This is an optimization exercise on Yosys and OpenROAD, whose aim is small area, not a production implementation.
No run shown here included a check of the RTL's function; only the layout flow was run.

`design/flow/flow/run.sh`:
```
#!/bin/bash
# The standard layout, with the port buffers made from the smallest buffer.
set -euo pipefail
export BUFFER_PORTS_ARGS="-buffer_cell sky130_fd_sc_hd__buf_1"
bash standard.sh > standard.log 2>&1
```
`design/flow/standard.sh`:
```
#!/bin/bash
# synth_recipe.tcl (not shown) runs the flow's synth.tcl, then flattens the netlist and writes it again
# the make line also repeats each setting of config.mk as NAME=value (left out here)
make -C /OpenROAD-flow-scripts/flow DESIGN_CONFIG=/design/flow/config.mk WORK_HOME=/design/flow/orfs CLKGATE_MAP_FILE= SYNTH_SCRIPT=/design/flow/synth_recipe.tcl "${@:-finish}"
```
`design/flow/config.mk`:
```
export PLATFORM = sky130hd
export DESIGN_NAME = top
export DESIGN_NICKNAME = top
export VERILOG_FILES = /design/flow/design.v
export SDC_FILE = /design/flow/constraint.sdc
export NUM_CORES = 4
export LEC_CHECK = 0
export CAP_MARGIN = 20
export CORE_MARGIN = 2
export CORE_UTILIZATION = 70
export CTS_CLUSTER_DIAMETER = 120
export CTS_CLUSTER_SIZE = 26
export SLEW_MARGIN = 20
export SYNTH_HIERARCHICAL = 1
```
`design/flow/constraint.sdc`:
```
create_clock -name core_clock -period 5.0 [get_ports {clk}]
set_input_delay 1.0000 -clock core_clock [delete_from_list [all_inputs] [get_ports {clk}]]
set_output_delay 1.0000 -clock core_clock [all_outputs]
set_load 0.01 [all_outputs]
```
`design/flow/design.v`:
```
module Column (
  input  wire [7:0] x0, x1, x2, x3,
  input  wire [7:0] w0, w1, w2, w3,
  input  wire [7:1] xs0, xs1, xs2, xs3,
  output wire [7:0] lowr,
  output wire       sat
);
  wire sat_a;
  wire p0_0_0 = ~(x0[0] & w0[0]);
  wire p0_1_0 = ~(x0[0] & w0[1]);
  wire p0_1_1 = ~(x0[1] & w0[0]);
  wire p0_2_0 = ~(x0[0] & w0[2]);
  wire p0_2_1 = ~(x0[1] & w0[1]);
  wire p0_2_2 = ~(x0[2] & w0[0]);
  wire p0_3_0 = ~(x0[0] & w0[3]);
  wire p0_3_1 = ~(x0[1] & w0[2]);
  wire p0_3_2 = ~(x0[2] & w0[1]);
  wire p0_3_3 = ~(x0[3] & w0[0]);
  wire p0_4_0 = ~((x0[0] & w0[4]) | (x0[4] & w0[0]));
  wire p0_4_1 = ~(x0[1] & w0[3]);
  wire p0_4_2 = ~(x0[2] & w0[2]);
  wire p0_4_3 = ~(x0[3] & w0[1]);
  wire p0_5_0 = ~((x0[0] & w0[5]) | (x0[3] & w0[2]));
  wire p0_5_1 = ~((x0[1] & w0[4]) | (x0[4] & w0[1]));
  wire p0_5_2 = ~((x0[2] & w0[3]) | (x0[5] & w0[0]));
  wire p0_6_0 = ~((x0[0] & w0[6]) | (x0[2] & w0[4]) | (x0[4] & w0[2]) | (x0[6] & w0[0]));
  wire p0_6_1 = ~((x0[1] & w0[5]) | (x0[3] & w0[3]) | (x0[5] & w0[1]));
  wire p0_7_0 = ~((x0[0] & w0[7]) | (x0[1] & w0[6]) | (x0[2] & w0[5]) | (x0[3] & w0[4]) | (x0[4] & w0[3]) | (x0[5] & w0[2]) | (x0[6] & w0[1]) | (x0[7] & w0[0]));
  wire p1_0_0 = ~(x1[0] & w1[0]);
  wire p1_1_0 = ~(x1[0] & w1[1]);
  wire p1_1_1 = ~(x1[1] & w1[0]);
  wire p1_2_0 = ~(x1[0] & w1[2]);
  wire p1_2_1 = ~(x1[1] & w1[1]);
  wire p1_2_2 = ~(x1[2] & w1[0]);
  wire p1_3_0 = ~(x1[0] & w1[3]);
  wire p1_3_1 = ~(x1[1] & w1[2]);
  wire p1_3_2 = ~(x1[2] & w1[1]);
  wire p1_3_3 = ~(x1[3] & w1[0]);
  wire p1_4_0 = ~((x1[0] & w1[4]) | (x1[4] & w1[0]));
  wire p1_4_1 = ~(x1[1] & w1[3]);
  wire p1_4_2 = ~(x1[2] & w1[2]);
  wire p1_4_3 = ~(x1[3] & w1[1]);
  wire p1_5_0 = ~((x1[0] & w1[5]) | (x1[3] & w1[2]));
  wire p1_5_1 = ~((x1[1] & w1[4]) | (x1[4] & w1[1]));
  wire p1_5_2 = ~((x1[2] & w1[3]) | (x1[5] & w1[0]));
  wire p1_6_0 = ~((x1[0] & w1[6]) | (x1[2] & w1[4]) | (x1[4] & w1[2]) | (x1[6] & w1[0]));
  wire p1_6_1 = ~((x1[1] & w1[5]) | (x1[3] & w1[3]) | (x1[5] & w1[1]));
  wire p1_7_0 = ~((x1[0] & w1[7]) | (x1[1] & w1[6]) | (x1[2] & w1[5]) | (x1[3] & w1[4]) | (x1[4] & w1[3]) | (x1[5] & w1[2]) | (x1[6] & w1[1]) | (x1[7] & w1[0]));
  wire p2_0_0 = ~(x2[0] & w2[0]);
  wire p2_1_0 = ~(x2[0] & w2[1]);
  wire p2_1_1 = ~(x2[1] & w2[0]);
  wire p2_2_0 = ~(x2[0] & w2[2]);
  wire p2_2_1 = ~(x2[1] & w2[1]);
  wire p2_2_2 = ~(x2[2] & w2[0]);
  wire p2_3_0 = ~(x2[0] & w2[3]);
  wire p2_3_1 = ~(x2[1] & w2[2]);
  wire p2_3_2 = ~(x2[2] & w2[1]);
  wire p2_3_3 = ~(x2[3] & w2[0]);
  wire p2_4_0 = ~((x2[0] & w2[4]) | (x2[4] & w2[0]));
  wire p2_4_1 = ~(x2[1] & w2[3]);
  wire p2_4_2 = ~(x2[2] & w2[2]);
  wire p2_4_3 = ~(x2[3] & w2[1]);
  wire p2_5_0 = ~((x2[0] & w2[5]) | (x2[3] & w2[2]));
  wire p2_5_1 = ~((x2[1] & w2[4]) | (x2[4] & w2[1]));
  wire p2_5_2 = ~((x2[2] & w2[3]) | (x2[5] & w2[0]));
  wire p2_6_0 = ~((x2[0] & w2[6]) | (x2[2] & w2[4]) | (x2[4] & w2[2]) | (x2[6] & w2[0]));
  wire p2_6_1 = ~((x2[1] & w2[5]) | (x2[3] & w2[3]) | (x2[5] & w2[1]));
  wire p2_7_0 = ~((x2[0] & w2[7]) | (x2[1] & w2[6]) | (x2[2] & w2[5]) | (x2[3] & w2[4]) | (x2[4] & w2[3]) | (x2[5] & w2[2]) | (x2[6] & w2[1]) | (x2[7] & w2[0]));
  wire p3_0_0 = ~(x3[0] & w3[0]);
  wire p3_1_0 = ~(x3[0] & w3[1]);
  wire p3_1_1 = ~(x3[1] & w3[0]);
  wire p3_2_0 = ~(x3[0] & w3[2]);
  wire p3_2_1 = ~(x3[1] & w3[1]);
  wire p3_2_2 = ~(x3[2] & w3[0]);
  wire p3_3_0 = ~(x3[0] & w3[3]);
  wire p3_3_1 = ~(x3[1] & w3[2]);
  wire p3_3_2 = ~(x3[2] & w3[1]);
  wire p3_3_3 = ~(x3[3] & w3[0]);
  wire p3_4_0 = ~((x3[0] & w3[4]) | (x3[4] & w3[0]));
  wire p3_4_1 = ~(x3[1] & w3[3]);
  wire p3_4_2 = ~(x3[2] & w3[2]);
  wire p3_4_3 = ~(x3[3] & w3[1]);
  wire p3_5_0 = ~((x3[0] & w3[5]) | (x3[3] & w3[2]));
  wire p3_5_1 = ~((x3[1] & w3[4]) | (x3[4] & w3[1]));
  wire p3_5_2 = ~((x3[2] & w3[3]) | (x3[5] & w3[0]));
  wire p3_6_0 = ~((x3[0] & w3[6]) | (x3[2] & w3[4]) | (x3[4] & w3[2]) | (x3[6] & w3[0]));
  wire p3_6_1 = ~((x3[1] & w3[5]) | (x3[3] & w3[3]) | (x3[5] & w3[1]));
  wire p3_7_0 = ~((x3[0] & w3[7]) | (x3[1] & w3[6]) | (x3[2] & w3[5]) | (x3[3] & w3[4]) | (x3[4] & w3[3]) | (x3[5] & w3[2]) | (x3[6] & w3[1]) | (x3[7] & w3[0]));
  wire s1;
  wire c2;
  FullAdder fa2 (.a(p0_0_0), .b(p1_0_0), .c(p2_0_0), .s(s1), .co(c2));
  wire s3;
  wire c4;
  Xor2 hx4 (.a(p3_0_0), .b(s1), .y(s3));
  Or2 hc4 (.a(p3_0_0), .b(s1), .y(c4));
  wire s5;
  wire c6;
  FullAdder fa6 (.a(p0_1_0), .b(p0_1_1), .c(p1_1_0), .s(s5), .co(c6));
  wire s7;
  wire c8;
  FullAdder fa8 (.a(p1_1_1), .b(p2_1_0), .c(p2_1_1), .s(s7), .co(c8));
  wire s9;
  wire c10;
  FullAdder fa10 (.a(p3_1_0), .b(p3_1_1), .c(c2), .s(s9), .co(c10));
  wire s11;
  wire c12;
  FullAdder fa12 (.a(s5), .b(s7), .c(c4), .s(s11), .co(c12));
  wire s13;
  wire c14;
  Xor2 hx14 (.a(s9), .b(s11), .y(s13));
  Or2 hc14 (.a(s9), .b(s11), .y(c14));
  wire s15;
  wire c16;
  FullAdder fa16 (.a(p0_2_0), .b(p0_2_1), .c(p0_2_2), .s(s15), .co(c16));
  wire s17;
  wire c18;
  FullAdder fa18 (.a(p1_2_0), .b(p1_2_1), .c(p1_2_2), .s(s17), .co(c18));
  wire s19;
  wire c20;
  FullAdder fa20 (.a(p2_2_0), .b(p2_2_1), .c(p2_2_2), .s(s19), .co(c20));
  wire s21;
  wire c22;
  FullAdder fa22 (.a(p3_2_0), .b(p3_2_1), .c(p3_2_2), .s(s21), .co(c22));
  wire s23;
  wire c24;
  FullAdder fa24 (.a(c6), .b(c8), .c(s15), .s(s23), .co(c24));
  wire s25;
  wire c26;
  FullAdder fa26 (.a(s17), .b(s19), .c(s21), .s(s25), .co(c26));
  wire s27;
  wire c28;
  FullAdder fa28 (.a(c10), .b(s23), .c(s25), .s(s27), .co(c28));
  wire s29;
  wire c30;
  FullAdder fa30 (.a(c12), .b(c14), .c(s27), .s(s29), .co(c30));
  wire s31;
  wire c32;
  FullAdder fa32 (.a(p0_3_0), .b(p0_3_1), .c(p0_3_2), .s(s31), .co(c32));
  wire s33;
  wire c34;
  FullAdder fa34 (.a(p0_3_3), .b(p1_3_0), .c(p1_3_1), .s(s33), .co(c34));
  wire s35;
  wire c36;
  FullAdder fa36 (.a(p1_3_2), .b(p1_3_3), .c(p2_3_0), .s(s35), .co(c36));
  wire s37;
  wire c38;
  FullAdder fa38 (.a(p2_3_1), .b(p2_3_2), .c(p2_3_3), .s(s37), .co(c38));
  wire s39;
  wire c40;
  FullAdder fa40 (.a(p3_3_0), .b(p3_3_1), .c(p3_3_2), .s(s39), .co(c40));
  wire s41;
  wire c42;
  FullAdder fa42 (.a(p3_3_3), .b(c16), .c(c18), .s(s41), .co(c42));
  wire s43;
  wire c44;
  FullAdder fa44 (.a(c20), .b(c22), .c(s31), .s(s43), .co(c44));
  wire s45;
  wire c46;
  FullAdder fa46 (.a(s33), .b(s35), .c(s37), .s(s45), .co(c46));
  wire s47;
  wire c48;
  FullAdder fa48 (.a(s39), .b(c24), .c(c26), .s(s47), .co(c48));
  wire s49;
  wire c50;
  FullAdder fa50 (.a(s41), .b(s43), .c(s45), .s(s49), .co(c50));
  wire s51;
  wire c52;
  FullAdder fa52 (.a(c28), .b(s47), .c(s49), .s(s51), .co(c52));
  wire s53;
  wire c54;
  Xor2 hx54 (.a(c30), .b(s51), .y(s53));
  Or2 hc54 (.a(c30), .b(s51), .y(c54));
  wire s55;
  wire c56;
  FullAdder fa56 (.a(p0_4_1), .b(p0_4_2), .c(p0_4_3), .s(s55), .co(c56));
  wire s57;
  wire c58;
  FullAdder fa58 (.a(p1_4_1), .b(p1_4_2), .c(p1_4_3), .s(s57), .co(c58));
  wire s59;
  wire c60;
  FullAdder fa60 (.a(p2_4_1), .b(p2_4_2), .c(p2_4_3), .s(s59), .co(c60));
  wire s61;
  wire c62;
  FullAdder fa62 (.a(p3_4_1), .b(p3_4_2), .c(p3_4_3), .s(s61), .co(c62));
  wire s63;
  wire c64;
  FullAdder fa64 (.a(p0_4_0), .b(p1_4_0), .c(p2_4_0), .s(s63), .co(c64));
  wire s65;
  wire c66;
  FullAdder fa66 (.a(p3_4_0), .b(c32), .c(c34), .s(s65), .co(c66));
  wire s67;
  wire c68;
  FullAdder fa68 (.a(c36), .b(c38), .c(c40), .s(s67), .co(c68));
  wire s69;
  wire c70;
  FullAdder fa70 (.a(s55), .b(s57), .c(s59), .s(s69), .co(c70));
  wire s71;
  wire c72;
  FullAdder fa72 (.a(s61), .b(s63), .c(c42), .s(s71), .co(c72));
  wire s73;
  wire c74;
  FullAdder fa74 (.a(c44), .b(c46), .c(s65), .s(s73), .co(c74));
  wire s75;
  wire c76;
  FullAdder fa76 (.a(s67), .b(s69), .c(c48), .s(s75), .co(c76));
  wire s77;
  wire c78;
  FullAdder fa78 (.a(s71), .b(c50), .c(s73), .s(s77), .co(c78));
  wire s79;
  wire c80;
  FullAdder fa80 (.a(s75), .b(c52), .c(s77), .s(s79), .co(c80));
  wire s81;
  wire c82;
  Xor2 hx82 (.a(c54), .b(s79), .y(s81));
  Or2 hc82 (.a(c54), .b(s79), .y(c82));
  wire s83;
  wire c84;
  FullAdder fa84 (.a(p0_5_0), .b(p0_5_1), .c(p0_5_2), .s(s83), .co(c84));
  wire s85;
  wire c86;
  FullAdder fa86 (.a(p1_5_0), .b(p1_5_1), .c(p1_5_2), .s(s85), .co(c86));
  wire s87;
  wire c88;
  FullAdder fa88 (.a(p2_5_0), .b(p2_5_1), .c(p2_5_2), .s(s87), .co(c88));
  wire s89;
  wire c90;
  FullAdder fa90 (.a(p3_5_0), .b(p3_5_1), .c(p3_5_2), .s(s89), .co(c90));
  wire s91;
  wire c92;
  FullAdder fa92 (.a(c56), .b(c58), .c(c60), .s(s91), .co(c92));
  wire s93;
  wire c94;
  FullAdder fa94 (.a(c62), .b(c64), .c(s83), .s(s93), .co(c94));
  wire s95;
  wire c96;
  FullAdder fa96 (.a(s85), .b(s87), .c(s89), .s(s95), .co(c96));
  wire s97;
  wire c98;
  FullAdder fa98 (.a(c66), .b(c68), .c(c70), .s(s97), .co(c98));
  wire s99;
  wire c100;
  FullAdder fa100 (.a(s91), .b(c72), .c(s93), .s(s99), .co(c100));
  wire s101;
  wire c102;
  FullAdder fa102 (.a(s95), .b(c74), .c(s97), .s(s101), .co(c102));
  wire s103;
  wire c104;
  FullAdder fa104 (.a(c76), .b(s99), .c(c78), .s(s103), .co(c104));
  wire s105;
  wire c106;
  FullAdder fa106 (.a(s101), .b(c80), .c(s103), .s(s105), .co(c106));
  wire s107;
  wire c108;
  Xor2 hx108 (.a(c82), .b(s105), .y(s107));
  Or2 hc108 (.a(c82), .b(s105), .y(c108));
  wire s109;
  wire c110;
  FullAdder fa110 (.a(p0_6_1), .b(p1_6_1), .c(p2_6_1), .s(s109), .co(c110));
  wire s111;
  wire c112;
  FullAdder fa112 (.a(p3_6_1), .b(p0_6_0), .c(p1_6_0), .s(s111), .co(c112));
  wire s113;
  wire c114;
  FullAdder fa114 (.a(p2_6_0), .b(p3_6_0), .c(c84), .s(s113), .co(c114));
  wire s115;
  wire c116;
  FullAdder fa116 (.a(c86), .b(c88), .c(c90), .s(s115), .co(c116));
  wire s117;
  wire c118;
  FullAdder fa118 (.a(s109), .b(c92), .c(s111), .s(s117), .co(c118));
  wire s119;
  wire c120;
  FullAdder fa120 (.a(c94), .b(c96), .c(s113), .s(s119), .co(c120));
  wire s121;
  wire c122;
  FullAdder fa122 (.a(s115), .b(c98), .c(s117), .s(s121), .co(c122));
  wire s123;
  wire c124;
  FullAdder fa124 (.a(c100), .b(s119), .c(c102), .s(s123), .co(c124));
  wire s125;
  wire c126;
  FullAdder fa126 (.a(s121), .b(c104), .c(s123), .s(s125), .co(c126));
  wire s127;
  wire c128;
  FullAdder fa128 (.a(c106), .b(s125), .c(c108), .s(s127), .co(c128));
  wire s129;
  wire c130;
  FullAdder fa130 (.a(p0_7_0), .b(p1_7_0), .c(p2_7_0), .s(s129), .co(c130));
  wire s131;
  wire c132;
  FullAdder fa132 (.a(p3_7_0), .b(c110), .c(c112), .s(s131), .co(c132));
  wire s133;
  wire c134;
  FullAdder fa134 (.a(s129), .b(c114), .c(c116), .s(s133), .co(c134));
  wire s135;
  wire c136;
  FullAdder fa136 (.a(c118), .b(s131), .c(c120), .s(s135), .co(c136));
  wire s137;
  wire c138;
  FullAdder fa138 (.a(s133), .b(c122), .c(s135), .s(s137), .co(c138));
  wire s139;
  wire c140;
  FullAdder fa140 (.a(c124), .b(s137), .c(c126), .s(s139), .co(c140));
  wire s141;
  wire c142;
  Xor2 hx142 (.a(s139), .b(c128), .y(s141));
  Nor2 hc142 (.a(s139), .b(c128), .y(c142));
  assign lowr = {s141, s127, s107, s81, s53, s29, s13, s3};
  assign sat_a = ~c130 |
    ~c132 |
    ~c134 |
    ~c136 |
    (w0[1] & xs0[7]) |
    (w0[2] & xs0[6]) |
    (w0[3] & xs0[5]) |
    (w0[4] & xs0[4]) |
    (w0[5] & xs0[3]) |
    (w0[6] & xs0[2]) |
    (w0[7] & xs0[1]) |
    (w1[1] & xs1[7]) |
    (w1[2] & xs1[6]) |
    (w1[3] & xs1[5]) |
    (w1[4] & xs1[4]) |
    (w1[5] & xs1[3]) |
    (w1[6] & xs1[2]) |
    (w1[7] & xs1[1]) |
    (w2[1] & xs2[7]) |
    (w2[2] & xs2[6]) |
    (w2[3] & xs2[5]) |
    (w2[4] & xs2[4]) |
    (w2[5] & xs2[3]) |
    (w2[6] & xs2[2]) |
    (w2[7] & xs2[1]) |
    (w3[1] & xs3[7]) |
    (w3[2] & xs3[6]) |
    (w3[3] & xs3[5]) |
    (w3[4] & xs3[4]) |
    (w3[5] & xs3[3]) |
    (w3[6] & xs3[2]) |
    (w3[7] & xs3[1]);
  wire sat_ab = sat_a | ~c138 | ~c140;
  Or2 sor (.a(sat_ab), .b(c142), .y(sat));
endmodule
module FullAdder (
  input  wire a, b, c,
  output wire s, co
);
  assign s  = a ^ b ^ c;
  assign co = (a & b) | (a & c) | (b & c);
endmodule
module HalfAdder (
  input  wire a, b,
  output wire s, co
);
  assign s  = a ^ b;
  assign co = a & b;
endmodule
module Xor2 (input wire a, b, output wire y); assign y = a ^ b;    endmodule
module Xnor2(input wire a, b, output wire y); assign y = ~(a ^ b); endmodule
module And2 (input wire a, b, output wire y); assign y = a & b;    endmodule
module Nand2(input wire a, b, output wire y); assign y = ~(a & b); endmodule
module Or2  (input wire a, b, output wire y); assign y = a | b;    endmodule
module Nor2 (input wire a, b, output wire y); assign y = ~(a | b); endmodule
module Inv  (input wire a, output wire y);    assign y = ~a;       endmodule
module Or2N (input wire a, bn, output wire y); assign y = a | ~bn;   endmodule
module Activation (
  input  wire       sat,
  input  wire [7:0] lowr,
  output wire [7:0] y
);
  wire [7:0] low = lowr ^ 8'b01000100;
  wire keep = (|low[7:4]) | (low[3] & (low[2] | low[1]));
  assign y = {8{sat}} | (low & {8{keep}});
endmodule
module Array (
  input  wire        clk  ,
  input  wire        rst  ,
  input  wire        start,
  input  wire [31:0] a_in ,
  input  wire [31:0] w_in ,
  output wire [31:0] y_out,
  output wire        ready,
  output wire        done
);
  reg [4:0] cnt;
  always @(posedge clk or posedge rst) begin
    if (rst) cnt <= 5'd0;
    else if (cnt == 5'd0) cnt <= start ? 5'd1 : 5'd0;
    else if (cnt == 5'd17) cnt <= 5'd0;
    else cnt <= cnt + 5'd1;
  end
  assign ready = cnt == 5'd0;
  assign done  = cnt == 5'd17;
  wire load = (cnt >= 5'd1) && (cnt <= 5'd4);
  reg [7:0] w [0:3][0:3];
  always @(posedge clk) begin
    if (load) begin
      for (int j = 0; j < 4; j++) begin
        w[0][j] <= w_in[8*j+:8];
        for (int i = 1; i < 4; i++) w[i][j] <= w[i-1][j];
      end
    end
  end
  reg [7:0] a0d1, a0d2, a0d3, a0d4, a1d1, a1d2, a1d3, a2d1, a2d2, a3d1;
  always @(posedge clk) begin
    a0d1 <= a_in[7:0];   a0d2 <= a0d1; a0d3 <= a0d2; a0d4 <= a0d3;
    a1d1 <= a_in[15:8];  a1d2 <= a1d1; a1d3 <= a1d2;
    a2d1 <= a_in[23:16]; a2d2 <= a2d1;
    a3d1 <= a_in[31:24];
  end
  wire [7:0] x0 = a0d4, x1 = a1d3, x2 = a2d2, x3 = a3d1;
  wire [7:1] xs0, xs1, xs2, xs3;
  generate
    for (genvar k = 1; k < 8; k = k + 1) begin : xsuf
      assign xs0[k] = |x0[7:k];
      assign xs1[k] = |x1[7:k];
      assign xs2[k] = |x2[7:k];
      assign xs3[k] = |x3[7:k];
    end
  endgenerate
  wire [7:0] lowr [0:3];
  wire [3:0] sat;
  genvar j;
  generate
    for (j = 0; j < 4; j = j + 1) begin : col
      Column c (
        .x0(a0d4), .x1(a1d3), .x2(a2d2), .x3(a3d1),
        .w0(w[0][j]), .w1(w[1][j]), .w2(w[2][j]), .w3(w[3][j]),
        .xs0(xs0), .xs1(xs1), .xs2(xs2), .xs3(xs3),
        .lowr(lowr[j]), .sat(sat[j])
      );
    end
  endgenerate
  reg [8:0] s0, s1, s2, s3;
  always @(posedge clk) begin
    s0 <= {sat[0], lowr[0]};
    s1 <= {sat[1], lowr[1]};
    s2 <= {sat[2], lowr[2]};
    s3 <= {sat[3], lowr[3]};
  end
  wire [7:0] y0, y1, y2, y3;
  Activation act0 (.sat(s0[8]), .lowr(s0[7:0]), .y(y0));
  Activation act1 (.sat(s1[8]), .lowr(s1[7:0]), .y(y1));
  Activation act2 (.sat(s2[8]), .lowr(s2[7:0]), .y(y2));
  Activation act3 (.sat(s3[8]), .lowr(s3[7:0]), .y(y3));
  reg [7:0] r1b, r2b, r2c, r3b, r3c, r3d;
  always @(posedge clk) begin
    r1b <= y1;
    r2b <= y2; r2c <= r2b;
    r3b <= y3; r3c <= r3b; r3d <= r3c;
  end
  assign y_out = {r3d, r2c, r1b, y0};
endmodule
module top #(parameter N = 4) (
  input  wire           clk  ,
  input  wire           rst  ,
  input  wire           start,
  input  wire [8*N-1:0] a_in ,
  input  wire [8*N-1:0] w_in ,
  output wire [8*N-1:0] y_out,
  output wire           ready,
  output wire           done
);
  Array dut (
    .clk  (clk  ),
    .rst  (rst  ),
    .start(start),
    .a_in (a_in ),
    .w_in (w_in ),
    .y_out(y_out),
    .ready(ready),
    .done (done )
  );
endmodule
```
==> notes.md, run 1 <==
Crit Path Max Fanout 13; Distinct cells, synth 42; period utilisation layout 0.9674; largest net degree at the start of global routing around 130; cell count after placement between 1500 and 2000; CTS Hold Bufs 0; top post-synthesis cells by area fa_1 31%, edfxtp_1 23%, dfxtp_1 19%, a22oi_1 7.2%, nand2_1 4.9%; drt drc 0; Final ANT Viol Nets 0; slew at the pin closest to its max-slew limit 0.8425 ns; GPL Wtd Cong 0.9692; cell taking the most area after synthesis fa_1; Slew HR 0.4376; Layout area overhead 7.579%; Gate Count Post-Synth 1288; Critical Path, Cell by Cell a22oi_1 > fa_1 > fa_1 > fa_1 > fa_1 > fa_1 > fa_1 > nand2_1 > a211oi_1 > nand3_1 > or4_1 > or2_1; Top cell by count, worst path fa_1; top-area cell type share of the netlist area 0.3058; DP HPWL 31.41 mm; Worst Hold Slack ~0.32 ns; top post-synthesis cells by count 260 x fa_1, 220 x nand2_1, 164 x a22oi_1, 164 x dfxtp_1, 128 x edfxtp_1; number of flops mapped to enable cells by yosys 128; final setup fails 0; Final Critical Period 4.837 ns; Max-Cap Viols 0; WL final 46.52 mm; Synth Warn # 9; CTS Sinks 297; via count 11928; Critical-path top delay cell dfxtp_1; Port Buf Inserts 100; Critical Path End Type register; Via density 7.045; Fmax 206.7 MHz; initial antenna violation count 0; status no timing/DRC/antenna violations; worst hold path type register to register; buffer count from post-CTS setup fixing 0; startpoint types register; nets@finish 1690; cts bufs inserted 15; Core Footprint 24110 um^2; Row Count 57; most common cell in the netlist fa_1; DR pass1 iterations 12; first-pass GRT wire length approximately 70 mm; GR Util All Layers 0.3724; DRC marker count from the first detailed-route iteration 2059; #FFs+latches synth just under 300; Antenna Cells 0; Clock Path Buffers 3; grt ovf 0; FFs w/ async S/R, synth 0.01684; H-tree depth 1; number of global-route vias before repair 12783; Initial Util 0.7061; total die area 25580 um^2; final worst-path setup slack 0.1628 ns; skew final 0.02281 ns; Final Non-Filler Cells 1693; Critical Path Max Stage Delay around 0.88 ns; ratio of cells with drive above 1 in the final layout 0.06574; post-CTS sizing 0; IO Pins 101; worst-skew pair later-pin latency 0.52 ns; Slew Viols, Final 0; Die W 159.9 um; CTS tree built; unrepaired setup endpoints after global routing no; Top FF cell, synth dfxtp_1; clock-pin slew on the worst setup and hold paths roughly 0.10 ns; Place WS approximately 0.24 ns; Die Ht ~160 um; Worst Path Required about 5.4 ns; post-synthesis sequential area ratio 0.4261; Worst Path Arrival 5.25 ns; worst setup path class register to register; Avg Synthesized Cell Area 13.22 um^2; Syn Nets 1618; CTS Root Cell clkbuf_16; final hold vios 0; DR WL/cell 27.48 um; synthesized cell area 17020 um^2; setup TNS 0 ns
==> cell usage in the layout, fill, tap and decap left out, types with 2 or more instances in the layout <==
cell / Yosys / layout
fa_1: 260 / 260
nand2_1: 220 / 220
a22oi_1: 164 / 164
dfxtp_1: 164 / 164
edfxtp_1: 128 / 128
buf_1: 0 / 100
or2_1: 40 / 40
a22o_1: 24 / 24
xor2_1: 24 / 24
buf_4: 32 / 22
a221oi_1: 20 / 20
a222oi_1: 20 / 20
nand3_1: 17 / 17
and4_1: 17 / 17
buf_12: 0 / 16
clkbuf_16: 0 / 15
nor2_1: 14 / 14
inv_1: 13 / 11
clkbuf_1: 47 / 9
or2_2: 8 / 8
a21oi_1: 6 / 6
a31oi_1: 5 / 5
or3_2: 4 / 4
or4_4: 4 / 4
or3_4: 4 / 4
nor4b_4: 4 / 4
nor2b_1: 4 / 4
o221ai_1: 4 / 4
a221oi_2: 4 / 4
nand4_1: 4 / 4
a211oi_1: 4 / 4
or4_1: 4 / 4
dfrtp_1: 5 / 4
inv_2: 0 / 2
and3_1: 2 / 2
mux2i_1: 2 / 2
o21ai_0: 2 / 2
ha_4: 0 / 2
==> registers in the layout, indices dropped and copies added, names as in the netlist <==
register  flops
dut.s2        9
dut.s0        9
dut.r1b       8
dut.a1d2      8
dut.r2b       8
dut.a2d1      8
dut.cnt       5
dut.a0d2      8
dut.s1        9
dut.a1d1      8
dut.a1d3      8
dut.a0d3      8
dut.s3        9
dut.r3c       8
dut.w       128
dut.a2d2      8
dut.r3d       8
dut.a0d1      8
dut.a3d1      8
dut.r3b       8
dut.a0d4      8
dut.r2c       8
==> critical path, delay by kind of cell (launching register included) <==
family,cells,cell delay [ns]
compound gates,2,0.47
flops,1,0.88
simple gates,4,0.81
fa+ha+maj,6,2.58
==> Yosys stat by module (local to each module, per instance), a selection <==
module | cells | times used
Array | 352 | 1
FullAdder | 1 | 260
Activation | 15 | 4
Column | 141 | 4
Xor2 | 1 | 24
Or2 | 1 | 24
Nor2 | 1 | 4
==> layout make-up <==
type / instances / area, um^2
multi-input cells: 895 / 9309
flip-flops and latches: 297 / 7253
clock inverters: 2 / 25.02
fillers: 1551 / 5794
well taps: 324 / 405.4
inverters: 13 / 48.80
repair buffers: 138 / 860.8
clock buffers: 24 / 409.1
==> metrics by stage <==
step / utilization / cell area [um^2]
5_1_grt: 0.7596 / 18310
3_5_place_dp: 0.7416 / 17880
6_report: 0.7596 / 18310
2_1_floorplan: - / 17070
4_1_cts: 0.7596 / 18310
3_3_place_gp: 0.7416 / 17880
==> kinds of logic (layout without fill, tap and decap cells) <==
group                      count (synthesis)  in the layout  share of synthesized area
AOI/OAI and AO/OA                        256            256                     0.1198
DFF                                      297            297                     0.4261
muxes                                      2              2                   0.001176
buffers and inverters                     96            177                    0.02999
adders and majority gates                263            263                     0.3080
and+or+nand+nor                          349            349                     0.1021
xor gates and xnor gates                  25             25                    0.01286
==> path summary, 6_finish.rpt <==
kind / depth (start not counted) / from / end / slack (ns)
min in group asynchronous: 2 / rst / dut.cnt[4] / 0.33
min: 0 / dut.a1d1[2] / dut.a1d2[2] / 0.32
max reg2reg: 12 / dut.a1d3[4] / dut.s3[8] / 0.16
min reg2reg: 0 / dut.a1d1[2] / dut.a1d2[2] / 0.32
max: 12 / dut.a1d3[4] / dut.s3[8] / 0.16
max in group asynchronous: 2 / rst / dut.cnt[0] / 4.48
==> layer usage <==
metal  global-route usage  wire length (um)
met5                    0                 0
met4               0.1790              2966
met3               0.1099              6500
met2               0.5811             21330
met1               0.4877             15720
==> run 2, diff against run 1 <==
==> design/flow/flow/run.sh (replaced) <==
#!/bin/bash
# The standard layout, with the port buffers made from the smallest buffer,
# and gates off the critical paths downsized at global routing.
set -euo pipefail
export BUFFER_PORTS_ARGS="-buffer_cell sky130_fd_sc_hd__buf_1"
export RECOVER_POWER=100
bash standard.sh > standard.log 2>&1
==> notes.md, run 2 <==
R2R Path Start dut.a1d3[4]; CTS Hold Bufs 0 (unchanged); cell taking the most area after synthesis fa_1; Crit Path Max Fanout 13 (unchanged); Layout area overhead 6.925%; Fmax 208.4 MHz (+0.82%); post-CTS sizing 0 (unchanged); Worst Hold Slack 0.3160 ns (+0.0008860 ns); Final Critical Period 4.798 ns (-0.03931 ns); XOR/XNOR Fraction of Synth Area 0.01286 (unchanged); grt ovf 0 (unchanged); Critical Path Sink dut.s2[8]; H-tree depth 1 (unchanged); status failed layout checks; buffer count from post-CTS setup fixing 0 (unchanged); mux share of post-synthesis cell area 0.001176 (unchanged); number of flops mapped to enable cells by yosys 128 (unchanged); Via density 7.045 (unchanged); Critical Path Max Stage Delay 0.86 ns (-0.02 ns); DP HPWL 31.41 mm (unchanged); skew final 0.02448 ns (+0.001669 ns); worst hold path type register to register; period utilisation layout 0.9596 (-0.007862); Port Buf Inserts 100 (unchanged); CTS Root Cell clkbuf_16; Clock Path Buffers 3 (unchanged); nets@finish 1690 (unchanged); initial antenna violation count 0 (unchanged); worst setup path class register to register; Syn Nets 1618 (unchanged); top-area cell type share of the netlist area 0.3058 (unchanged); most common cell in the netlist fa_1; Slew Viols, Final 129 (+129); cts bufs inserted 15 (unchanged); worst r2r dst dut.s2[8]; post-synthesis adder-cell area fraction 0.3080 (unchanged); Failed Checks capacitance limit, slew limit; worst-skew pair later-pin latency 0.52 ns (about the same); CTS Sinks 297 (unchanged); via count 11928 (unchanged); setup TNS 0 ns (unchanged); Worst Reg-to-Reg Cells 12 (unchanged); commonest non-fill, non-tap cell in the layout fa_1; GR Util All Layers 0.3724 (unchanged); Row Count 57 (unchanged); FFs w/ async S/R, synth 0.01684 (unchanged); critical path's top delay family adder cells; Die Ht 159.9 um (unchanged); ratio of cells with drive above 1 in the final layout 0.05917 (-0.006574); Critical-path top delay cell dfxtp_1; Die W 159.9 um (unchanged); Core Footprint 24110 um^2 (unchanged); Worst Path Required 5.41 ns (about the same); logic depth of the worst path, buffers included 12 (unchanged); synthesized cell area 17020 um^2 (unchanged); Critical Path End Type register; GPL Wtd Cong 0.9692 (unchanged); Antenna Cells 0 (unchanged); Critical Path, Cell by Cell a22oi_1 > fa_1 > fa_1 > fa_1 > fa_1 > fa_1 > fa_1 > nand2_1 > a211oi_1 > nand3_1 > or4_1 > or2_1; commonest cells after routing, fill and taps aside 260 x fa_1, 220 x nand2_1, 164 x a22oi_1, 164 x dfxtp_1, 128 x edfxtp_1; startpoint types register; slew at the pin closest to its max-slew limit 3.288 ns (+2.446 ns); fill count 1564 (+0.84%); Worst Setup SP dut.a1d3[4]; post-synthesis sequential area ratio 0.4261 (unchanged); Worst Path Arrival 5.21 ns (-0.04 ns); top post-synthesis cells by count 260 x fa_1, 220 x nand2_1, 164 x a22oi_1, 164 x dfxtp_1, 128 x edfxtp_1; Distinct cells, synth 42 (unchanged); Worst Path Buf+Inv 0 (unchanged); Slew HR -1.192 (-1.630); largest family of logic cells by synthesized area adder cells; Top FF cell, synth dfxtp_1; top post-synthesis cells by area fa_1 31%, edfxtp_1 23%, dfxtp_1 19%, a22oi_1 7.2%, nand2_1 4.9%; number of global-route vias before repair 12783 (unchanged); CTS tree built; DR WL/cell 27.45 um (about the same); Synth Area in Simple Gates 0.1021 (unchanged); Gate Count Post-Synth 1288 (unchanged); unrepaired setup endpoints after global routing no; Initial Util 0.7061 (unchanged); DR pass1 iterations 12 (unchanged); max reg flops 128 (unchanged); final hold vios 0 (unchanged); largest net degree at the start of global routing 129 (unchanged); drt drc 0 (unchanged); Compound-Gate Fraction of Synth Area 0.1198 (unchanged); #FFs+latches synth 297 (unchanged); final setup fails 0 (unchanged); DRC marker count from the first detailed-route iteration 2132 (+3.5%); r2r setup slk 0.20 ns (+0.04 ns); Hold Path Cell Cnt 0 (unchanged); Top cell by count, worst path fa_1; Final ANT Viol Nets 0 (unchanged); clock-pin slew on the worst setup and hold paths 0.10 ns (about the same); Avg Synthesized Cell Area 13.22 um^2 (unchanged); Synth Warn # 9 (unchanged); Reg with most FFs dut.w; Max-Cap Viols 1 (+1); total die area 25580 um^2 (unchanged); IO Pins 101 (unchanged); first-pass GRT wire length 71.63 mm (unchanged); WL final 46.48 mm (about the same)
==> run 2: routing by layer <==
layer	global-route usage	vias to the layer above	routed length (um)
met5	0	-	0
met4	0.1790	0	2830
met3	0.1099	282	6700
met2	0.5811	1079	21390
met1	0.4877	5829	15560
li1	-	4738	-
==> run 2: cell families (layout without fill, tap and decap cells) <==
family | count (synthesis) | count (layout)
flip-flops | 297 | 297
AND/OR/NAND/NOR | 349 | 349
adder cells (fa/ha/maj) | 263 | 263
XOR/XNOR | 25 | 25
buffers and inverters | 96 | 177
AO/OA/AOI/OAI | 256 | 256
multiplexers | 2 | 2
==> run 2: final cells by class <==
type	count	area, um^2	area share
clock buffers	24	409.1	0.02248
well taps	324	405.4	0.02227
inverters	13	48.80	0.002681
repair buffers	138	842.1	0.04627
flip-flops and latches	297	7252	0.3985
multi-input cells	895	9218	0.5065
clock inverters	2	25.02	0.001375
==> run 2: metrics by stage <==
stage          std cells    util  cell area [um^2]  worst slack (ns)
2_1_floorplan       1288       -             17070           -0.5134
3_3_place_gp        1667  0.7416             17880            0.3473
3_5_place_dp        1667  0.7416             17880            0.2371
4_1_cts             1693  0.7596             18310            0.2300
5_1_grt             1693  0.7550             18200           0.01133
6_report            1693  0.7550             18200            0.2021
==> run 2: how the worst min path moves through the flow <==
stage | start | end | slack (ns)
6_report | dut.a1d1[2] | dut.a1d2[2] | 0.32
5_1_grt | dut.a1d1[2] | dut.a1d2[2] | 0.32
4_1_cts | dut.a1d1[2] | dut.a1d2[2] | 0.32
3_5_place_dp | dut.a0d2[7] | dut.a0d3[7] | 0.31
3_3_place_gp | dut.a0d3[1] | dut.a0d4[1] | 0.31
2_1_floorplan | dut.a0d1[0] | dut.a0d2[0] | 0.31
==> run 2: modules after synthesis, one instance, submodules excluded, excerpt <==
module / cells inside / area (um^2) / copies in the design / flops+latches
Column: 141 / 849.6 / 4 / 0
Nor2: 1 / 3.754 / 4 / 0
Array: 352 / 7647 / 1 / 297
FullAdder: 1 / 20.02 / 260 / 0
Xor2: 1 / 8.758 / 24 / 0
Activation: 15 / 98.84 / 4 / 0
Or2: 1 / 6.256 / 24 / 0
==> run 3, diff against run 2 <==
==> design/flow/config.mk (replaced) <==
export PLATFORM = sky130hd
export DESIGN_NAME = top
export DESIGN_NICKNAME = top
export VERILOG_FILES = /design/flow/design.v
export SDC_FILE = /design/flow/constraint.sdc
export NUM_CORES = 4
export LEC_CHECK = 0
export CAP_MARGIN = 5
export CORE_MARGIN = 2
export CORE_UTILIZATION = 70
export CTS_CLUSTER_DIAMETER = 120
export CTS_CLUSTER_SIZE = 26
export SLEW_MARGIN = 5
export SYNTH_HIERARCHICAL = 1
==> notes.md, run 3 <==
status failed layout checks; Failed Checks capacitance limit, slew limit; Synth Warn # 9 (unchanged); hold path start dut.a1d1[2]; Slew HR -1.192 (unchanged); slew at the pin closest to its max-slew limit 3.288 ns (unchanged); worst hold path type register to register; Port Buf Inserts 100 (unchanged); worst setup path class register to register; unrepaired setup endpoints after global routing no; initial antenna violation count 0 (unchanged); Syn Nets 1618 (unchanged); Reg with most FFs dut.w; nets@finish 1690 (unchanged); Die Ht 159.9 um (unchanged); period utilisation layout 0.9596 (unchanged); CTS Sinks 297 (unchanged); CTS Hold Bufs 0 (unchanged); DR pass1 iterations 12 (unchanged); fill count 1564 (unchanged); number of flops mapped to enable cells by yosys 128 (unchanged); Row Count 57 (unchanged); most common cell in the netlist fa_1; cts bufs inserted 15 (unchanged); Distinct cells, synth 42 (unchanged); number of global-route vias before repair 12783 (unchanged); register area 7252 um^2 (unchanged); CTS tree built; Crit Path Max Fanout 13 (unchanged); Max-Cap Viols 1 (unchanged); top post-synthesis cells by count 260 x fa_1, 220 x nand2_1, 164 x a22oi_1, 164 x dfxtp_1, 128 x edfxtp_1; Critical Path, Cell by Cell a22oi_1 > fa_1 > fa_1 > fa_1 > fa_1 > fa_1 > fa_1 > nand2_1 > a211oi_1 > nand3_1 > or4_1 > or2_1; via count 11928 (unchanged); multi-input logic area 9218 um^2 (unchanged); FFs w/ async S/R, synth 0.01684 (unchanged); Layout area overhead 6.925% (unchanged); Worst Path Required 5.41 ns (about the same); Initial Util 0.7061 (unchanged); r2r setup slk 0.20 ns (about the same); Avg Synthesized Cell Area 13.22 um^2 (unchanged); max reg flops 128 (unchanged); critical path's top delay family adder cells; top-area cell type share of the netlist area 0.3058 (unchanged); Critical Path Max Stage Delay 0.86 ns (about the same); largest net degree at the start of global routing 129 (unchanged); #FFs+latches synth 297 (unchanged); Die W 159.9 um (unchanged); Core Footprint 24110 um^2 (unchanged); first-pass GRT wire length 71.63 mm (unchanged); cell taking the most area after synthesis fa_1; total die area 25580 um^2 (unchanged); synthesized cell area 17020 um^2 (unchanged); IO Pins 101 (unchanged); Antenna Cells 0 (unchanged); Fmax 208.4 MHz (unchanged); final hold vios 0 (unchanged); GPL Wtd Cong 0.9692 (unchanged); Critical Path End Type register; met1 Usage GRT 0.4877 (unchanged); GR Util All Layers 0.3724 (unchanged); CTS Root Cell clkbuf_16; skew final 0.02448 ns (unchanged); Worst Path Buf+Inv 0 (unchanged); final setup fails 0 (unchanged); commonest non-fill, non-tap cell in the layout fa_1; Slew Viols, Final 129 (unchanged); met2 Use GR 0.5811 (unchanged); worst-skew pair later-pin latency 0.52 ns (about the same); M3 GR Usage 0.1099 (unchanged); ratio of cells with drive above 1 in the final layout 0.05917 (unchanged); Via density 7.045 (unchanged); Gate Count Post-Synth 1288 (unchanged); commonest cells after routing, fill and taps aside 260 x fa_1, 220 x nand2_1, 164 x a22oi_1, 164 x dfxtp_1, 128 x edfxtp_1; Top FF cell, synth dfxtp_1; Final Critical Period 4.798 ns (unchanged); post-synthesis sequential area ratio 0.4261 (unchanged); startpoint types register; fin area 18200 um^2 (unchanged); DR WL/cell 27.45 um (unchanged); Critical-path top delay cell dfxtp_1; Clock Path Buffers 3 (unchanged); drt drc 0 (unchanged); post-CTS sizing 0 (unchanged); H-tree depth 1 (unchanged); Worst Path Arrival 5.21 ns (about the same); R2R Path Start dut.a1d3[4]; WL final 46.48 mm (unchanged); GRT busiest layer met2; grt ovf 0 (unchanged); DRC marker count from the first detailed-route iteration 2132 (unchanged); clock-pin slew on the worst setup and hold paths 0.10 ns (about the same); Worst Setup SP dut.a1d3[4]; Area after DPL 17880 um^2 (unchanged); buffer count from post-CTS setup fixing 0 (unchanged); Final ANT Viol Nets 0 (unchanged); DP HPWL 31.41 mm (unchanged); top post-synthesis cells by area fa_1 31%, edfxtp_1 23%, dfxtp_1 19%, a22oi_1 7.2%, nand2_1 4.9%; Top cell by count, worst path fa_1
run 3: cell counts after synthesis:
No cell type changed its count.
run 3: worst reg2reg max path: cells and delay by family (launching register included):
| family | cells | cell delay [ns] |
|---|---|---|
| AOI/OAI and AO/OA | 2 | 0.42 |
| DFF | 1 | 0.86 |
| and+or+nand+nor | 4 | 0.84 |
| adders and majority gates | 6 | 2.59 |
run 3: path summary, 6_finish.rpt:
path | endpoint | cells past startpoint
setup / recovery | dut.s2[8] | 12
hold / removal | dut.a1d2[2] | 0
setup reg to reg | dut.s2[8] | 12
hold reg to reg | dut.a1d2[2] | 0
max in group asynchronous | dut.cnt[3] | 2
min in group asynchronous | dut.cnt[0] | 2
run 3: through the flow:
| stage | TNS [ns] | instances | setup slack, ns | util | hold slack, ns |
|---|---|---|---|---|---|
| after floorplan | -65.71 | 1288 | -0.5134 | - | 0.3096 |
| after global placement | 0 | 1667 | 0.3473 | 0.7416 | 0.3099 |
| after detailed placement | 0 | 1667 | 0.2371 | 0.7416 | 0.3121 |
| after CTS | 0 | 1693 | 0.2300 | 0.7596 | 0.3215 |
| after global routing | 0 | 1693 | 0.01133 | 0.7550 | 0.3224 |
| final | 0 | 1693 | 0.2021 | 0.7550 | 0.3160 |
run 3: layout make-up:
| type | count | share of cell area |
|---|---|---|
| Multi-Input combinational cell | 895 | 0.5065 |
| Sequential cell | 297 | 0.3985 |
| Timing Repair Buffer | 138 | 0.04627 |
| Clock buffer | 24 | 0.02248 |
| Tap cell | 324 | 0.02227 |
| Inverter | 13 | 0.002681 |
| Clock inverter | 2 | 0.001375 |
run 3: cells by family (layout without fill, tap and decap cells):
family	Yosys count	count (layout)	share of synthesized area
compound gates	256	256	0.1198
xor+xnor	25	25	0.01286
fa+ha+maj	263	263	0.3080
buf+inv	96	177	0.02999
flops	297	297	0.4261
mux	2	2	0.001176
simple gates	349	349	0.1021
run 3: modules after synthesis, one instance, submodules excluded, excerpt:
module | area [um^2] | flops+latches | copies in the design
Activation | 98.84 | 0 | 4
FullAdder | 20.02 | 0 | 260
Or2 | 6.256 | 0 | 24
Nor2 | 3.754 | 0 | 4
Xor2 | 8.758 | 0 | 24
Column | 849.6 | 0 | 4
run 3: metal layers:
metal  up-vias  routed length, um
li1       4738                  -
met1      5829              15560
met2      1079              21390
met3       282               6700
met4         0               2830
met5         -                  0
==> run 4, diff against run 3 <==
--- a/design/flow/design.v
+++ b/design/flow/design.v
@@ -1,7 +1,7 @@
 module Column (
   input  wire [7:0] x0, x1, x2, x3,
   input  wire [7:0] w0, w1, w2, w3,
-  input  wire [7:1] xs0, xs1, xs2, xs3,
+  input  wire [7:0] xs0, xs1, xs2, xs3,
   output wire [7:0] lowr,
   output wire       sat
 );
@@ -25,7 +25,7 @@
   wire p0_5_2 = ~((x0[2] & w0[3]) | (x0[5] & w0[0]));
   wire p0_6_0 = ~((x0[0] & w0[6]) | (x0[2] & w0[4]) | (x0[4] & w0[2]) | (x0[6] & w0[0]));
   wire p0_6_1 = ~((x0[1] & w0[5]) | (x0[3] & w0[3]) | (x0[5] & w0[1]));
-  wire p0_7_0 = ~((x0[0] & w0[7]) | (x0[1] & w0[6]) | (x0[2] & w0[5]) | (x0[3] & w0[4]) | (x0[4] & w0[3]) | (x0[5] & w0[2]) | (x0[6] & w0[1]) | (x0[7] & w0[0]));
+  wire p0_7_0 = ~((w0[0] & xs0[7]) | (w0[1] & xs0[6]) | (w0[2] & xs0[5]) | (w0[3] & xs0[4]) | (w0[4] & xs0[3]) | (w0[5] & xs0[2]) | (w0[6] & xs0[1]) | (w0[7] & xs0[0]));
   wire p1_0_0 = ~(x1[0] & w1[0]);
   wire p1_1_0 = ~(x1[0] & w1[1]);
   wire p1_1_1 = ~(x1[1] & w1[0]);
@@ -45,7 +45,7 @@
   wire p1_5_2 = ~((x1[2] & w1[3]) | (x1[5] & w1[0]));
   wire p1_6_0 = ~((x1[0] & w1[6]) | (x1[2] & w1[4]) | (x1[4] & w1[2]) | (x1[6] & w1[0]));
   wire p1_6_1 = ~((x1[1] & w1[5]) | (x1[3] & w1[3]) | (x1[5] & w1[1]));
-  wire p1_7_0 = ~((x1[0] & w1[7]) | (x1[1] & w1[6]) | (x1[2] & w1[5]) | (x1[3] & w1[4]) | (x1[4] & w1[3]) | (x1[5] & w1[2]) | (x1[6] & w1[1]) | (x1[7] & w1[0]));
+  wire p1_7_0 = ~((w1[0] & xs1[7]) | (w1[1] & xs1[6]) | (w1[2] & xs1[5]) | (w1[3] & xs1[4]) | (w1[4] & xs1[3]) | (w1[5] & xs1[2]) | (w1[6] & xs1[1]) | (w1[7] & xs1[0]));
   wire p2_0_0 = ~(x2[0] & w2[0]);
   wire p2_1_0 = ~(x2[0] & w2[1]);
   wire p2_1_1 = ~(x2[1] & w2[0]);
@@ -65,7 +65,7 @@
   wire p2_5_2 = ~((x2[2] & w2[3]) | (x2[5] & w2[0]));
   wire p2_6_0 = ~((x2[0] & w2[6]) | (x2[2] & w2[4]) | (x2[4] & w2[2]) | (x2[6] & w2[0]));
   wire p2_6_1 = ~((x2[1] & w2[5]) | (x2[3] & w2[3]) | (x2[5] & w2[1]));
-  wire p2_7_0 = ~((x2[0] & w2[7]) | (x2[1] & w2[6]) | (x2[2] & w2[5]) | (x2[3] & w2[4]) | (x2[4] & w2[3]) | (x2[5] & w2[2]) | (x2[6] & w2[1]) | (x2[7] & w2[0]));
+  wire p2_7_0 = ~((w2[0] & xs2[7]) | (w2[1] & xs2[6]) | (w2[2] & xs2[5]) | (w2[3] & xs2[4]) | (w2[4] & xs2[3]) | (w2[5] & xs2[2]) | (w2[6] & xs2[1]) | (w2[7] & xs2[0]));
   wire p3_0_0 = ~(x3[0] & w3[0]);
   wire p3_1_0 = ~(x3[0] & w3[1]);
   wire p3_1_1 = ~(x3[1] & w3[0]);
@@ -85,7 +85,7 @@
   wire p3_5_2 = ~((x3[2] & w3[3]) | (x3[5] & w3[0]));
   wire p3_6_0 = ~((x3[0] & w3[6]) | (x3[2] & w3[4]) | (x3[4] & w3[2]) | (x3[6] & w3[0]));
   wire p3_6_1 = ~((x3[1] & w3[5]) | (x3[3] & w3[3]) | (x3[5] & w3[1]));
-  wire p3_7_0 = ~((x3[0] & w3[7]) | (x3[1] & w3[6]) | (x3[2] & w3[5]) | (x3[3] & w3[4]) | (x3[4] & w3[3]) | (x3[5] & w3[2]) | (x3[6] & w3[1]) | (x3[7] & w3[0]));
+  wire p3_7_0 = ~((w3[0] & xs3[7]) | (w3[1] & xs3[6]) | (w3[2] & xs3[5]) | (w3[3] & xs3[4]) | (w3[4] & xs3[3]) | (w3[5] & xs3[2]) | (w3[6] & xs3[1]) | (w3[7] & xs3[0]));
   wire s1;
   wire c2;
   FullAdder fa2 (.a(p0_0_0), .b(p1_0_0), .c(p2_0_0), .s(s1), .co(c2));
@@ -409,9 +409,9 @@
     a3d1 <= a_in[31:24];
   end
   wire [7:0] x0 = a0d4, x1 = a1d3, x2 = a2d2, x3 = a3d1;
-  wire [7:1] xs0, xs1, xs2, xs3;
+  wire [7:0] xs0, xs1, xs2, xs3;
   generate
-    for (genvar k = 1; k < 8; k = k + 1) begin : xsuf
+    for (genvar k = 0; k < 8; k = k + 1) begin : xsuf
       assign xs0[k] = |x0[7:k];
       assign xs1[k] = |x1[7:k];
       assign xs2[k] = |x2[7:k];
==> design/flow/flow/run.sh (replaced) <==
#!/bin/bash
# The standard layout, with the port buffers made from the smallest buffer.
set -euo pipefail
export BUFFER_PORTS_ARGS="-buffer_cell sky130_fd_sc_hd__buf_1"
bash standard.sh > standard.log 2>&1
==> design/flow/config.mk (replaced) <==
export PLATFORM = sky130hd
export DESIGN_NAME = top
export DESIGN_NICKNAME = top
export VERILOG_FILES = /design/flow/design.v
export SDC_FILE = /design/flow/constraint.sdc
export NUM_CORES = 4
export LEC_CHECK = 0
export CAP_MARGIN = 20
export CORE_MARGIN = 2
export CORE_UTILIZATION = 70
export CTS_CLUSTER_DIAMETER = 120
export CTS_CLUSTER_SIZE = 26
export SLEW_MARGIN = 20
export SYNTH_HIERARCHICAL = 1
==> notes.md, run 4 <==
CTS Root Cell clkbuf_16; initial antenna violation count 2 (+2); cell taking the most area after synthesis fa_1; Worst Path Required 5.45 ns (+0.04 ns); Critical-path top delay cell fa_1; IO Pins 101 (unchanged); GR Util All Layers 0.3923 (+0.01997); period utilisation layout 0.9740 (+0.01441); Gate Count Post-Synth 1276 (-0.93%); synthesized cell area 16990 um^2 (-0.18%); max reg flops 128 (unchanged); Distinct cells, synth 41 (-2.4%); drt drc 0 (unchanged); Crit Path Max Fanout 12 (-1); Slew HR 0.4837 (+1.676); Row Count 57 (unchanged); Final Non-Filler Cells 1721 (+1.7%); top-area cell type share of the netlist area 0.3063 (+0.0005404); largest net degree at the start of global routing 129 (unchanged); Syn Nets 1606 (-0.74%); status no timing/DRC/antenna violations; FFs w/ async S/R, synth 0.01684 (unchanged); Worst Setup SP dut.a1d3[1]; Port Buf Inserts 100 (unchanged); Core Footprint 24110 um^2 (unchanged); register area 7254 um^2 (about the same); Top cell by count, worst path fa_1; total die area 25540 um^2 (-0.17%); worst hold path type register to register; Die Ht 159.8 um (about the same); fill count 1511 (-3.4%); cts bufs inserted 15 (unchanged); Initial Util 0.7049 (-0.001246); Die W 159.8 um (about the same); slew at the pin closest to its max-slew limit 0.7744 ns (-2.514 ns); startpoint types register; hold path start dut.a1d1[6]; final hold vios 0 (unchanged); Slew Viols, Final 0 (-100%); post-synthesis sequential area ratio 0.4268 (+0.0007530); clock-pin slew on the worst setup and hold paths 0.10 ns (about the same); Final ANT Viol Nets 0 (unchanged); H-tree depth 1 (unchanged); Max-Cap Viols 0 (-1); most common cell in the netlist fa_1; Reg with most FFs dut.w; DR pass1 iterations 10 (-2); Area after DPL 18090 um^2 (+1.2%); Worst Hold Slack 0.3183 ns (+0.002226 ns); number of flops mapped to enable cells by yosys 128 (unchanged); DR WL/cell 28.36 um (+3.3%); final worst-path setup slack 0.1300 ns (-0.07204 ns); ratio of cells with drive above 1 in the final layout 0.09097 (+0.03181); multi-input logic area 9374 um^2 (+1.7%); worst setup path class register to register; top post-synthesis cells by count 260 x fa_1, 220 x nand2_1, 164 x a22oi_1, 164 x dfxtp_1, 128 x edfxtp_1; nets@finish 1719 (+1.7%); Critical Path End Type register; via count 12140 (+1.8%); skew final 0.02099 ns (-0.003486 ns); number of global-route vias before repair 13232 (+3.5%); #FFs+latches synth 297 (unchanged); fin area 18560 um^2 (+2.0%); Top FF cell, synth dfxtp_1; Place WS 0.04803 ns (-0.1891 ns); Avg Synthesized Cell Area 13.32 um^2 (+0.76%); GPL Wtd Cong 0.9987 (+3.0%); commonest cells after routing, fill and taps aside 260 x fa_1, 220 x nand2_1, 163 x a22oi_1, 163 x dfxtp_1, 128 x edfxtp_1; R2R Path Start dut.a1d3[1]; Critical Path, Cell by Cell buf_4 > nand2_1 > fa_1 > fa_1 > fa_1 > fa_1 > fa_1 > fa_1 > or2_1 > fa_1 > nor2_1 > or2_1; worst-skew pair later-pin latency 0.50 ns (-0.02 ns); Layout area overhead 9.205%; Clock Path Buffers 3 (unchanged); CTS Sinks 297 (unchanged); unrepaired setup endpoints after global routing no; Fmax 205.3 MHz (-1.5%); Synth Warn # 9 (unchanged); cell count after placement 1696 (+1.7%); WL final 48.81 mm (+5.0%); DRC marker count from the first detailed-route iteration 2069 (-3.0%); Final Critical Period 4.870 ns (+0.07204 ns); first-pass GRT wire length 74.80 mm (+4.4%); CTS tree built; setup TNS 0 ns (unchanged); Via density 7.054 (+0.12%); commonest non-fill, non-tap cell in the layout fa_1; grt ovf 0 (unchanged); final setup fails 0 (unchanged); top post-synthesis cells by area fa_1 31%, edfxtp_1 23%, dfxtp_1 19%, a22oi_1 7.2%, nand2_1 4.9%; DP HPWL 33.81 mm (+7.6%); Critical Path Max Stage Delay 0.59 ns (-0.27 ns); Worst Path Arrival 5.32 ns (+0.11 ns)
-- run 4: changes by cell type in the layout (fill, tap and decap cells not counted), moves of 4 or more --
cell      before  now
buf_4         17   47
clkbuf_4       4    0
nor4b_1        4    0
or2_4          0    4
or2_0         14    0
or4_4          4    8
or2_1         26   36
nor4b_4        0    4
-- run 4: logic make-up after synthesis --
kind of cell	Yosys count	synth area share
and+or+nand+nor	353	0.1040
buffers and inverters	80	0.02651
AOI/OAI and AO/OA	256	0.1200
adders and majority gates	263	0.3085
muxes	2	0.001178
xor gates and xnor gates	25	0.01289
DFF	297	0.4268
-- run 4: area by class of cell --
cell class,count,area share
multi-input cells,899,0.5052
flip-flops and latches,297,0.3910
repair buffers,163,0.05651
clock buffers,23,0.02185
well taps,324,0.02185
inverters,13,0.002630
clock inverters,1,0.0008766
diodes,1,0.0001349
-- run 4: per-stage QoR --
| step | utilization |
|---|---|
| 2_1_floorplan | - |
| 3_3_place_gp | 0.7506 |
| 3_5_place_dp | 0.7506 |
| 4_1_cts | 0.7681 |
| 5_1_grt | 0.7698 |
| 6_report | 0.7698 |
-- run 4: timing repair --
| action | 4_1_cts | 5_1_grt |
|---|---|---|
| setup buffers | 0 | 0 |
| endpoints found under the setup margin | 0 | 4 |
| gates resized for setup | 0 | 12 |
| hold buffers | 0 | 0 |
-- run 4: worst paths after layout --
kind	depth (start not counted)	endpoint	slack, ns
setup / recovery	12	dut.s3[8]	0.13
hold / removal	0	dut.a1d2[6]	0.32
setup reg to reg	12	dut.s3[8]	0.13
hold reg to reg	0	dut.a1d2[6]	0.32
max in group asynchronous	2	dut.cnt[0]	4.47
min in group asynchronous	2	dut.cnt[1]	0.35
-- run 4: worst max-delay path: cells and delay by family, from the launching register on --
kind	cells	cell delay [ns]
adder cells (fa/ha/maj)	7	3.26
buffers and inverters	1	0.32
flip-flops	1	0.52
AND/OR/NAND/NOR	4	0.72
-- run 4: routing by layer --
metal  routed length [um]  share of wire  global-route usage  up-vias
met1                16420           0.34              0.5148     5891
met4                 2882          0.059              0.1810        0
met5                    0              0                   0        -
met3                 7277           0.15              0.1218      281
met2                22230           0.46              0.6102     1156
li1                     -              -                   -     4812
-- run 4: modules after synthesis, one instance, submodules excluded, a selection --
| module | times used | flops+latches | cells |
|---|---|---|---|
| Array | 1 | 297 | 356 |
| Column | 4 | 0 | 137 |
| Activation | 4 | 0 | 15 |
| FullAdder | 260 | 0 | 1 |
| Xor2 | 24 | 0 | 1 |
| Or2 | 24 | 0 | 1 |
| Nor2 | 4 | 0 | 1 |

what the ideal ports hide:
The flow's constraints put no driver on any port. The routed layouts listed below were extracted and timed again, unchanged, in two steps.
Step 1 sets driving cells, clkbuf_16 on the clock port and buf_2 on the other inputs (assumed; they add their load-dependent delay and slew).
Step 2 adds t to the input delays and takes it off the output delays; t is the mean of the earliest and latest rising clock arrival at the registers after step 1. Input paths then give back, and output paths get back, about the clock's delay inside the block.
Slacks: ideal / step 1 / step 2; pairs: ideal / step 1.
| run | t (ns) | slack for setup (ns) | worst setup path after step 2 | worst slew at a driven data input, ns |
|---|---|---|---|---|
| run 1 | 0.557 | 0.163 / 0.163 / 0.163 | register to register | 0.04 |
| run 2 | 0.558 | 0.202 / 0.202 / 0.202 | register to register | 0.04 |
| run 3 | 0.558 | 0.202 / 0.202 / 0.202 | register to register | 0.04 |
| run 4 | 0.546 | 0.130 / 0.130 / 0.130 | register to register | 0.05 |
